Context: an optimization exercise on an open-source flow, tuned for small area and a short achievable clock period. The choices shown serve that exercise and are no tape-out recipe.
At most, simulation tests tie the RTL to the original design; equivalence was not proved.
Power figures rest on the tool's default switching activity, not on a simulated workload.

==> job 918 <==
Design pipeline_sum, start of the top module:
module pipeline_sum (
    input clk,
    input [15:0] a, b,
    output [31:0] r
);
  wire [0:0] s0_r15_t = a[15:15];
  wire s0_r15_hz = ~(|b[15:1]);
  wire [1:0] s0_r15_bo;
  assign s0_r15_bo[0] = 1'b0;
  assign s0_r15_bo[1] = (s0_r15_t[0] ^ b[0]) ? b[0] : s0_r15_bo[0];
  wire s0_r15_q = s0_r15_hz & ~s0_r15_bo[1];
  wire [0:0] s0_r15_d;
  assign s0_r15_d[0] = s0_r15_t[0] ^ (s0_r15_q & (b[0] ^ s0_r15_bo[0]));
  wire [15:0] s0_r15_ra = {s0_r15_d, a[14:0]};
  wire [1:0] s0_r14_t = s0_r15_ra[15:14];
  wire s0_r14_hz = ~(|b[15:2]);
  wire [2:0] s0_r14_bo;
  assign s0_r14_bo[0] = 1'b0;
  assign s0_r14_bo[1] = (s0_r14_t[0] ^ b[0]) ? b[0] : s0_r14_bo[0];
  assign s0_r14_bo[2] = (s0_r14_t[1] ^ b[1]) ? b[1] : s0_r14_bo[1];
  wire s0_r14_q = s0_r14_hz & ~s0_r14_bo[2];
  wire [1:0] s0_r14_d;
  assign s0_r14_d[0] = s0_r14_t[0] ^ (s0_r14_q & (b[0] ^ s0_r14_bo[0]));
  assign s0_r14_d[1] = s0_r14_t[1] ^ (s0_r14_q & (b[1] ^ s0_r14_bo[1]));
  wire [15:0] s0_r14_ra = {s0_r14_d, s0_r15_ra[13:0]};
  wire [2:0] s0_r13_t = s0_r14_ra[15:13];
  wire s0_r13_hz = ~(|b[15:3]);
  wire [3:0] s0_r13_bo;
  assign s0_r13_bo[0] = 1'b0;
  assign s0_r13_bo[1] = (s0_r13_t[0] ^ b[0]) ? b[0] : s0_r13_bo[0];
  assign s0_r13_bo[2] = (s0_r13_t[1] ^ b[1]) ? b[1] : s0_r13_bo[1];
  ...
clock: 36.0 ns
lec_check: 0
abc_area: 1
cap_margin: 20
core_margin: 2
core_utilization: 55
slew_margin: 20
standard.sh (not shown) runs the stock make flow with config.mk's settings and CLKGATE_MAP_FILE= SYNTH_SCRIPT=/design/flow/synth_recipe.tcl, a recipe that flattens the netlist after the stock synthesis.
==> flow/flow/run.sh <==
#!/bin/bash
set -euo pipefail
MARGIN=25.5
bash standard.sh SETUP_SLACK_MARGIN=$MARGIN SETUP_MOVE_SEQUENCE=sizeup,swap SKIP_GATE_CLONING=1 \
  "BUFFER_PORTS_ARGS=-buffer_cell sky130_fd_sc_hd__buf_1" finish > make_finish.log 2>&1
==> job 3122 (differences from job 918) <==
--- a/flow/design.v
+++ b/flow/design.v
@@ -210,21 +210,11 @@
   assign s1_r5_bo[7] = (s1_r5_t[6] ^ bb_c1[6]) ? bb_c1[6] : s1_r5_bo[6];
   assign s1_r5_bo[8] = (s1_r5_t[7] ^ bb_c1[7]) ? bb_c1[7] : s1_r5_bo[7];
   assign s1_r5_bo[9] = (s1_r5_t[8] ^ bb_c1[8]) ? bb_c1[8] : s1_r5_bo[8];
   assign s1_r5_bo[10] = (s1_r5_t[9] ^ bb_c1[9]) ? bb_c1[9] : s1_r5_bo[9];
   assign s1_r5_bo[11] = (s1_r5_t[10] ^ bb_c1[10]) ? bb_c1[10] : s1_r5_bo[10];
-  wire [11:5] s1_r5_s_gu;
-  assign s1_r5_s_gu[5] = 1'b0;
-  assign s1_r5_s_gu[6] = (s1_r5_t[5] ^ bb_c1[5]) ? bb_c1[5] : s1_r5_s_gu[5];
-  assign s1_r5_s_gu[7] = (s1_r5_t[6] ^ bb_c1[6]) ? bb_c1[6] : s1_r5_s_gu[6];
-  assign s1_r5_s_gu[8] = (s1_r5_t[7] ^ bb_c1[7]) ? bb_c1[7] : s1_r5_s_gu[7];
-  assign s1_r5_s_gu[9] = (s1_r5_t[8] ^ bb_c1[8]) ? bb_c1[8] : s1_r5_s_gu[8];
-  assign s1_r5_s_gu[10] = (s1_r5_t[9] ^ bb_c1[9]) ? bb_c1[9] : s1_r5_s_gu[9];
-  assign s1_r5_s_gu[11] = (s1_r5_t[10] ^ bb_c1[10]) ? bb_c1[10] : s1_r5_s_gu[10];
-  wire s1_r5_s_pu = ~(|(s1_r5_t[10:5] ^ {bb_c1[10], bb_c1[9], bb_c1[8], bb_c1[7], bb_c1[6], bb_c1[5]}));
-  wire s1_r5_bf = s1_r5_s_gu[11] | (s1_r5_s_pu & s1_r5_bo[5]);
-  wire s1_r5_q = s1_r5_hz & ~s1_r5_bf;
+  wire s1_r5_q = s1_r5_hz & ~s1_r5_bo[11];
   wire [10:0] s1_r5_d;
   assign s1_r5_d[0] = s1_r5_t[0] ^ (s1_r5_q & (bb_c1[0] ^ s1_r5_bo[0]));
   assign s1_r5_d[1] = s1_r5_t[1] ^ (s1_r5_q & (bb_c1[1] ^ s1_r5_bo[1]));
   assign s1_r5_d[2] = s1_r5_t[2] ^ (s1_r5_q & (bb_c1[2] ^ s1_r5_bo[2]));
   assign s1_r5_d[3] = s1_r5_t[3] ^ (s1_r5_q & (bb_c1[3] ^ s1_r5_bo[3]));
@@ -495,26 +485,28 @@
   assign s2_x4_k3_gu[16] = (s2_x4_t[15] ^ s2_x4_b3[15]) ? s2_x4_b3[15] : s2_x4_k3_gu[15];
   wire s2_x4_k3_pu = ~(|(s2_x4_t[15:8] ^ {s2_x4_b3[15], s2_x4_b3[14], s2_x4_b3[13], s2_x4_b3[12], s2_x4_b3[11], s2_x4_b3[10], s2_x4_b3[9], s2_x4_b3[8]}));
   wire s2_x4_ge3 = ~(|s2_x4_b3[17:16]) & ~(s2_x4_k3_gu[16] | (s2_x4_k3_pu & s2_x4_c3[8]));
   wire s2_x4_q1 = s2_x4_ge2;
   wire s2_x4_q0 = s2_x4_q1 ? s2_x4_ge3 : s2_x4_ge1;
-  wire [6:0] ml = {1'b0, ym2[5:0]} + {1'b0, 1'b0, s2_r4_q, s2_r3_q, s2_r2_q, 1'b0, 1'b0};
+  wire [8:0] ml = {1'b0, ym2[7:0]} + {1'b0, 1'b0, 1'b0, 1'b0, s2_r4_q, s2_r3_q, s2_r2_q, 1'b0, 1'b0};
   wire lc1 = ml[0] & s2_x4_q0;
   wire lc2 = (ml[1] & s2_x4_q1) | ((ml[1] | s2_x4_q1) & lc1);
-  wire [6:0] lo7;
+  wire [8:0] lo7;
   assign lo7[0] = ml[0] ^ s2_x4_q0;
   assign lo7[1] = ml[1] ^ s2_x4_q1 ^ lc1;
   assign lo7[2] = ml[2] ^ (lc2 & (1'b1));
   assign lo7[3] = ml[3] ^ (lc2 & (&ml[2:2]));
   assign lo7[4] = ml[4] ^ (lc2 & (&ml[3:2]));
   assign lo7[5] = ml[5] ^ (lc2 & (&ml[4:2]));
   assign lo7[6] = ml[6] ^ (lc2 & (&ml[5:2]));
-  wire [11:0] h0 = ym2[17:6];
-  reg [6:0] lo_c3;
-  reg [11:0] hi_c3;
+  assign lo7[7] = ml[7] ^ (lc2 & (&ml[6:2]));
+  assign lo7[8] = ml[8] ^ (lc2 & (&ml[7:2]));
+  wire [9:0] h0 = ym2[17:8];
+  reg [8:0] lo_c3;
+  reg [9:0] hi_c3;
   always_ff @(posedge clk) begin
     lo_c3 <= lo7;
     hi_c3 <= h0;
   end
-  wire [11:0] hs = hi_c3 + {11'd0, lo_c3[6]};
-  assign r = {14'd0, hs, lo_c3[5:0]};
+  wire [9:0] hs = hi_c3 + {9'd0, lo_c3[8]};
+  assign r = {14'd0, hs, lo_c3[7:0]};
 endmodule
==> flow/flow/run.sh (replaced) <==
#!/bin/bash
set -euo pipefail
MARGIN=25.5
PLAT="$FLOW_HOME/platforms/sky130hd/config.mk"
BASE=$(sed -n '/^export DONT_USE_CELLS += /,/^#/p' "$PLAT" | grep -o 'sky130_fd_sc_hd__[a-z0-9_]*' | tr '\n' ' ')
EXTRA=""
for c in maj3_1 maj3_2 maj3_4 fa_1 fa_2 fa_4 fah_1 fahcin_1 fahcon_1 ha_1 ha_2 ha_4; do
  EXTRA="$EXTRA sky130_fd_sc_hd__$c"
done
bash standard.sh SETUP_SLACK_MARGIN=$MARGIN SETUP_MOVE_SEQUENCE=sizeup,swap SKIP_GATE_CLONING=1 \
  "BUFFER_PORTS_ARGS=-buffer_cell sky130_fd_sc_hd__buf_1" \
  "DONT_USE_CELLS=$BASE$EXTRA" finish > make_finish.log 2>&1
- CORE_UTILIZATION: 55 -> 65
==> job 3010 (differences from job 918) <==
--- a/flow/design.v
+++ b/flow/design.v
@@ -210,21 +210,11 @@
   assign s1_r5_bo[7] = (s1_r5_t[6] ^ bb_c1[6]) ? bb_c1[6] : s1_r5_bo[6];
   assign s1_r5_bo[8] = (s1_r5_t[7] ^ bb_c1[7]) ? bb_c1[7] : s1_r5_bo[7];
   assign s1_r5_bo[9] = (s1_r5_t[8] ^ bb_c1[8]) ? bb_c1[8] : s1_r5_bo[8];
   assign s1_r5_bo[10] = (s1_r5_t[9] ^ bb_c1[9]) ? bb_c1[9] : s1_r5_bo[9];
   assign s1_r5_bo[11] = (s1_r5_t[10] ^ bb_c1[10]) ? bb_c1[10] : s1_r5_bo[10];
-  wire [11:5] s1_r5_s_gu;
-  assign s1_r5_s_gu[5] = 1'b0;
-  assign s1_r5_s_gu[6] = (s1_r5_t[5] ^ bb_c1[5]) ? bb_c1[5] : s1_r5_s_gu[5];
-  assign s1_r5_s_gu[7] = (s1_r5_t[6] ^ bb_c1[6]) ? bb_c1[6] : s1_r5_s_gu[6];
-  assign s1_r5_s_gu[8] = (s1_r5_t[7] ^ bb_c1[7]) ? bb_c1[7] : s1_r5_s_gu[7];
-  assign s1_r5_s_gu[9] = (s1_r5_t[8] ^ bb_c1[8]) ? bb_c1[8] : s1_r5_s_gu[8];
-  assign s1_r5_s_gu[10] = (s1_r5_t[9] ^ bb_c1[9]) ? bb_c1[9] : s1_r5_s_gu[9];
-  assign s1_r5_s_gu[11] = (s1_r5_t[10] ^ bb_c1[10]) ? bb_c1[10] : s1_r5_s_gu[10];
-  wire s1_r5_s_pu = ~(|(s1_r5_t[10:5] ^ {bb_c1[10], bb_c1[9], bb_c1[8], bb_c1[7], bb_c1[6], bb_c1[5]}));
-  wire s1_r5_bf = s1_r5_s_gu[11] | (s1_r5_s_pu & s1_r5_bo[5]);
-  wire s1_r5_q = s1_r5_hz & ~s1_r5_bf;
+  wire s1_r5_q = s1_r5_hz & ~s1_r5_bo[11];
   wire [10:0] s1_r5_d;
   assign s1_r5_d[0] = s1_r5_t[0] ^ (s1_r5_q & (bb_c1[0] ^ s1_r5_bo[0]));
   assign s1_r5_d[1] = s1_r5_t[1] ^ (s1_r5_q & (bb_c1[1] ^ s1_r5_bo[1]));
   assign s1_r5_d[2] = s1_r5_t[2] ^ (s1_r5_q & (bb_c1[2] ^ s1_r5_bo[2]));
   assign s1_r5_d[3] = s1_r5_t[3] ^ (s1_r5_q & (bb_c1[3] ^ s1_r5_bo[3]));
@@ -495,26 +485,30 @@
   assign s2_x4_k3_gu[16] = (s2_x4_t[15] ^ s2_x4_b3[15]) ? s2_x4_b3[15] : s2_x4_k3_gu[15];
   wire s2_x4_k3_pu = ~(|(s2_x4_t[15:8] ^ {s2_x4_b3[15], s2_x4_b3[14], s2_x4_b3[13], s2_x4_b3[12], s2_x4_b3[11], s2_x4_b3[10], s2_x4_b3[9], s2_x4_b3[8]}));
   wire s2_x4_ge3 = ~(|s2_x4_b3[17:16]) & ~(s2_x4_k3_gu[16] | (s2_x4_k3_pu & s2_x4_c3[8]));
   wire s2_x4_q1 = s2_x4_ge2;
   wire s2_x4_q0 = s2_x4_q1 ? s2_x4_ge3 : s2_x4_ge1;
-  wire [6:0] ml = {1'b0, ym2[5:0]} + {1'b0, 1'b0, s2_r4_q, s2_r3_q, s2_r2_q, 1'b0, 1'b0};
+  wire [10:0] ml = {1'b0, ym2[9:0]} + {1'b0, 1'b0, 1'b0, 1'b0, 1'b0, 1'b0, s2_r4_q, s2_r3_q, s2_r2_q, 1'b0, 1'b0};
   wire lc1 = ml[0] & s2_x4_q0;
   wire lc2 = (ml[1] & s2_x4_q1) | ((ml[1] | s2_x4_q1) & lc1);
-  wire [6:0] lo7;
+  wire [10:0] lo7;
   assign lo7[0] = ml[0] ^ s2_x4_q0;
   assign lo7[1] = ml[1] ^ s2_x4_q1 ^ lc1;
   assign lo7[2] = ml[2] ^ (lc2 & (1'b1));
   assign lo7[3] = ml[3] ^ (lc2 & (&ml[2:2]));
   assign lo7[4] = ml[4] ^ (lc2 & (&ml[3:2]));
   assign lo7[5] = ml[5] ^ (lc2 & (&ml[4:2]));
   assign lo7[6] = ml[6] ^ (lc2 & (&ml[5:2]));
-  wire [11:0] h0 = ym2[17:6];
-  reg [6:0] lo_c3;
-  reg [11:0] hi_c3;
+  assign lo7[7] = ml[7] ^ (lc2 & (&ml[6:2]));
+  assign lo7[8] = ml[8] ^ (lc2 & (&ml[7:2]));
+  assign lo7[9] = ml[9] ^ (lc2 & (&ml[8:2]));
+  assign lo7[10] = ml[10] ^ (lc2 & (&ml[9:2]));
+  wire [7:0] h0 = ym2[17:10];
+  reg [10:0] lo_c3;
+  reg [7:0] hi_c3;
   always_ff @(posedge clk) begin
     lo_c3 <= lo7;
     hi_c3 <= h0;
   end
-  wire [11:0] hs = hi_c3 + {11'd0, lo_c3[6]};
-  assign r = {14'd0, hs, lo_c3[5:0]};
+  wire [7:0] hs = hi_c3 + {7'd0, lo_c3[10]};
+  assign r = {14'd0, hs, lo_c3[9:0]};
 endmodule
==> flow/flow/run.sh (replaced) <==
#!/bin/bash
set -euo pipefail
MARGIN=25.5
PLAT="$FLOW_HOME/platforms/sky130hd/config.mk"
BASE=$(sed -n '/^export DONT_USE_CELLS += /,/^#/p' "$PLAT" | grep -o 'sky130_fd_sc_hd__[a-z0-9_]*' | tr '\n' ' ')
EXTRA=""
for c in maj3_1 maj3_2 maj3_4 fa_1 fa_2 fa_4 fah_1 fahcin_1 fahcon_1 ha_1 ha_2 ha_4; do
  EXTRA="$EXTRA sky130_fd_sc_hd__$c"
done
bash standard.sh SETUP_SLACK_MARGIN=$MARGIN SETUP_MOVE_SEQUENCE=sizeup,swap SKIP_GATE_CLONING=1 \
  "BUFFER_PORTS_ARGS=-buffer_cell sky130_fd_sc_hd__buf_1" \
  "DONT_USE_CELLS=$BASE$EXTRA" finish > make_finish.log 2>&1
==> job 3789 (differences from job 918) <==
--- a/flow/design.v
+++ b/flow/design.v
@@ -210,21 +210,11 @@
   assign s1_r5_bo[7] = (s1_r5_t[6] ^ bb_c1[6]) ? bb_c1[6] : s1_r5_bo[6];
   assign s1_r5_bo[8] = (s1_r5_t[7] ^ bb_c1[7]) ? bb_c1[7] : s1_r5_bo[7];
   assign s1_r5_bo[9] = (s1_r5_t[8] ^ bb_c1[8]) ? bb_c1[8] : s1_r5_bo[8];
   assign s1_r5_bo[10] = (s1_r5_t[9] ^ bb_c1[9]) ? bb_c1[9] : s1_r5_bo[9];
   assign s1_r5_bo[11] = (s1_r5_t[10] ^ bb_c1[10]) ? bb_c1[10] : s1_r5_bo[10];
-  wire [11:5] s1_r5_s_gu;
-  assign s1_r5_s_gu[5] = 1'b0;
-  assign s1_r5_s_gu[6] = (s1_r5_t[5] ^ bb_c1[5]) ? bb_c1[5] : s1_r5_s_gu[5];
-  assign s1_r5_s_gu[7] = (s1_r5_t[6] ^ bb_c1[6]) ? bb_c1[6] : s1_r5_s_gu[6];
-  assign s1_r5_s_gu[8] = (s1_r5_t[7] ^ bb_c1[7]) ? bb_c1[7] : s1_r5_s_gu[7];
-  assign s1_r5_s_gu[9] = (s1_r5_t[8] ^ bb_c1[8]) ? bb_c1[8] : s1_r5_s_gu[8];
-  assign s1_r5_s_gu[10] = (s1_r5_t[9] ^ bb_c1[9]) ? bb_c1[9] : s1_r5_s_gu[9];
-  assign s1_r5_s_gu[11] = (s1_r5_t[10] ^ bb_c1[10]) ? bb_c1[10] : s1_r5_s_gu[10];
-  wire s1_r5_s_pu = ~(|(s1_r5_t[10:5] ^ {bb_c1[10], bb_c1[9], bb_c1[8], bb_c1[7], bb_c1[6], bb_c1[5]}));
-  wire s1_r5_bf = s1_r5_s_gu[11] | (s1_r5_s_pu & s1_r5_bo[5]);
-  wire s1_r5_q = s1_r5_hz & ~s1_r5_bf;
+  wire s1_r5_q = s1_r5_hz & ~s1_r5_bo[11];
   wire [10:0] s1_r5_d;
   assign s1_r5_d[0] = s1_r5_t[0] ^ (s1_r5_q & (bb_c1[0] ^ s1_r5_bo[0]));
   assign s1_r5_d[1] = s1_r5_t[1] ^ (s1_r5_q & (bb_c1[1] ^ s1_r5_bo[1]));
   assign s1_r5_d[2] = s1_r5_t[2] ^ (s1_r5_q & (bb_c1[2] ^ s1_r5_bo[2]));
   assign s1_r5_d[3] = s1_r5_t[3] ^ (s1_r5_q & (bb_c1[3] ^ s1_r5_bo[3]));
==> flow/flow/run.sh (replaced) <==
#!/bin/bash
set -euo pipefail
MARGIN=25.5
PLAT="$FLOW_HOME/platforms/sky130hd/config.mk"
BASE=$(sed -n '/^export DONT_USE_CELLS += /,/^#/p' "$PLAT" | grep -o 'sky130_fd_sc_hd__[a-z0-9_]*' | tr '\n' ' ')
EXTRA=""
for c in maj3_1 maj3_2 maj3_4 fa_1 fa_2 fa_4 fah_1 fahcin_1 fahcon_1 ha_1 ha_2 ha_4; do
  EXTRA="$EXTRA sky130_fd_sc_hd__$c"
done
bash standard.sh SETUP_SLACK_MARGIN=$MARGIN SETUP_MOVE_SEQUENCE=sizeup,swap SKIP_GATE_CLONING=1 \
  "BUFFER_PORTS_ARGS=-buffer_cell sky130_fd_sc_hd__buf_1" \
  "DONT_USE_CELLS=$BASE$EXTRA" finish > make_finish.log 2>&1
==> notes.md <==
| item | job 3789 | job 3010 | job 918 | job 3122 |
|---|---|---|---|---|
| Status | no timing/DRC/antenna violations | no timing/DRC/antenna violations | no timing/DRC/antenna violations | no timing/DRC/antenna violations |
| Simple logic cell fraction of the synthesized area | 0.413 | 0.421 | 0.311 | 0.419 |
| Unrepaired setup endpoints after global routing | true | false | false | false |
| Worst slew margin relative to its limit | 0.475 | 0.470 | 0.420 | 0.470 |
| Power Total | 398 uW | 400 uW | 432 uW | 408 uW |
| Critical hold path startpoint | ah_c1[1] | q14_c1 | ra_c1[0] | ra_c1[2] |
| Switching Fraction | 0.396 | 0.399 | 0.408 | 0.391 |
| Required time at the endpoint of the critical path | 36.26 ns | 36.26 ns | 36.25 ns | 36.25 ns |
| Fill cell total of the finished layout | 2049 | 2056 | 1984 | 1553 |
| Flop2flop setup slack | 26.67 ns | 26.63 ns | 26.43 ns | 26.41 ns |
| Effective utilization at floorplan | 0.555 | 0.558 | 0.562 | 0.669 |
| Placer congestion estimate | 0.924 | 0.926 | 0.914 | 0.999 |
| F_max | 102 MHz | 106 MHz | 104 MHz | 104 MHz |
| Synthesized area per cell | 6.21 sq um | 6.15 sq um | 6.97 sq um | 6.16 sq um |
| Met3 wire length | 971 microns | 999 microns | 1.28 mm | 1.66 mm |
No functional check of the RTL was part of job 918.

## afterwards: timing with drivers on the ports
The flow's constraints put no driver on any port. The routed layouts listed below were extracted and timed again, unchanged, in two steps.
Step 1, drivers: a clkbuf_16 drives clk and a buf_2 each remaining input, both assumed.
Step 2 also shifts input and output timing later by t, the mid clock arrival at the registers, as if the neighbouring blocks saw the same clock.
a / b / c = no drivers / after step 1 / after step 2; a / b = the first two.
run	t, ns	setup WS [ns]	hold WS [ns]	worst setup path after step 2	slew at the worst register clock pin (ns)
job 918	0.411	26.428 / 26.428 / 26.174	0.335 / 0.335 / 0.335	input to register	0.10 / 0.10
job 3122	0.393	26.357 / 26.363 / 25.971	0.321 / 0.321 / 0.321	input to register	0.09 / 0.09
job 3010	0.401	26.584 / 26.609 / 26.208	0.332 / 0.332 / 0.332	input to register	0.09 / 0.09
job 3789	0.406	26.201 / 26.227 / 25.820	0.333 / 0.333 / 0.333	input to register	0.09 / 0.09
After both steps every run listed still meets setup and hold. The setup slack of job 3122, which loses most, moves by +0.006 ns with the drivers and by -0.386 ns with both steps.
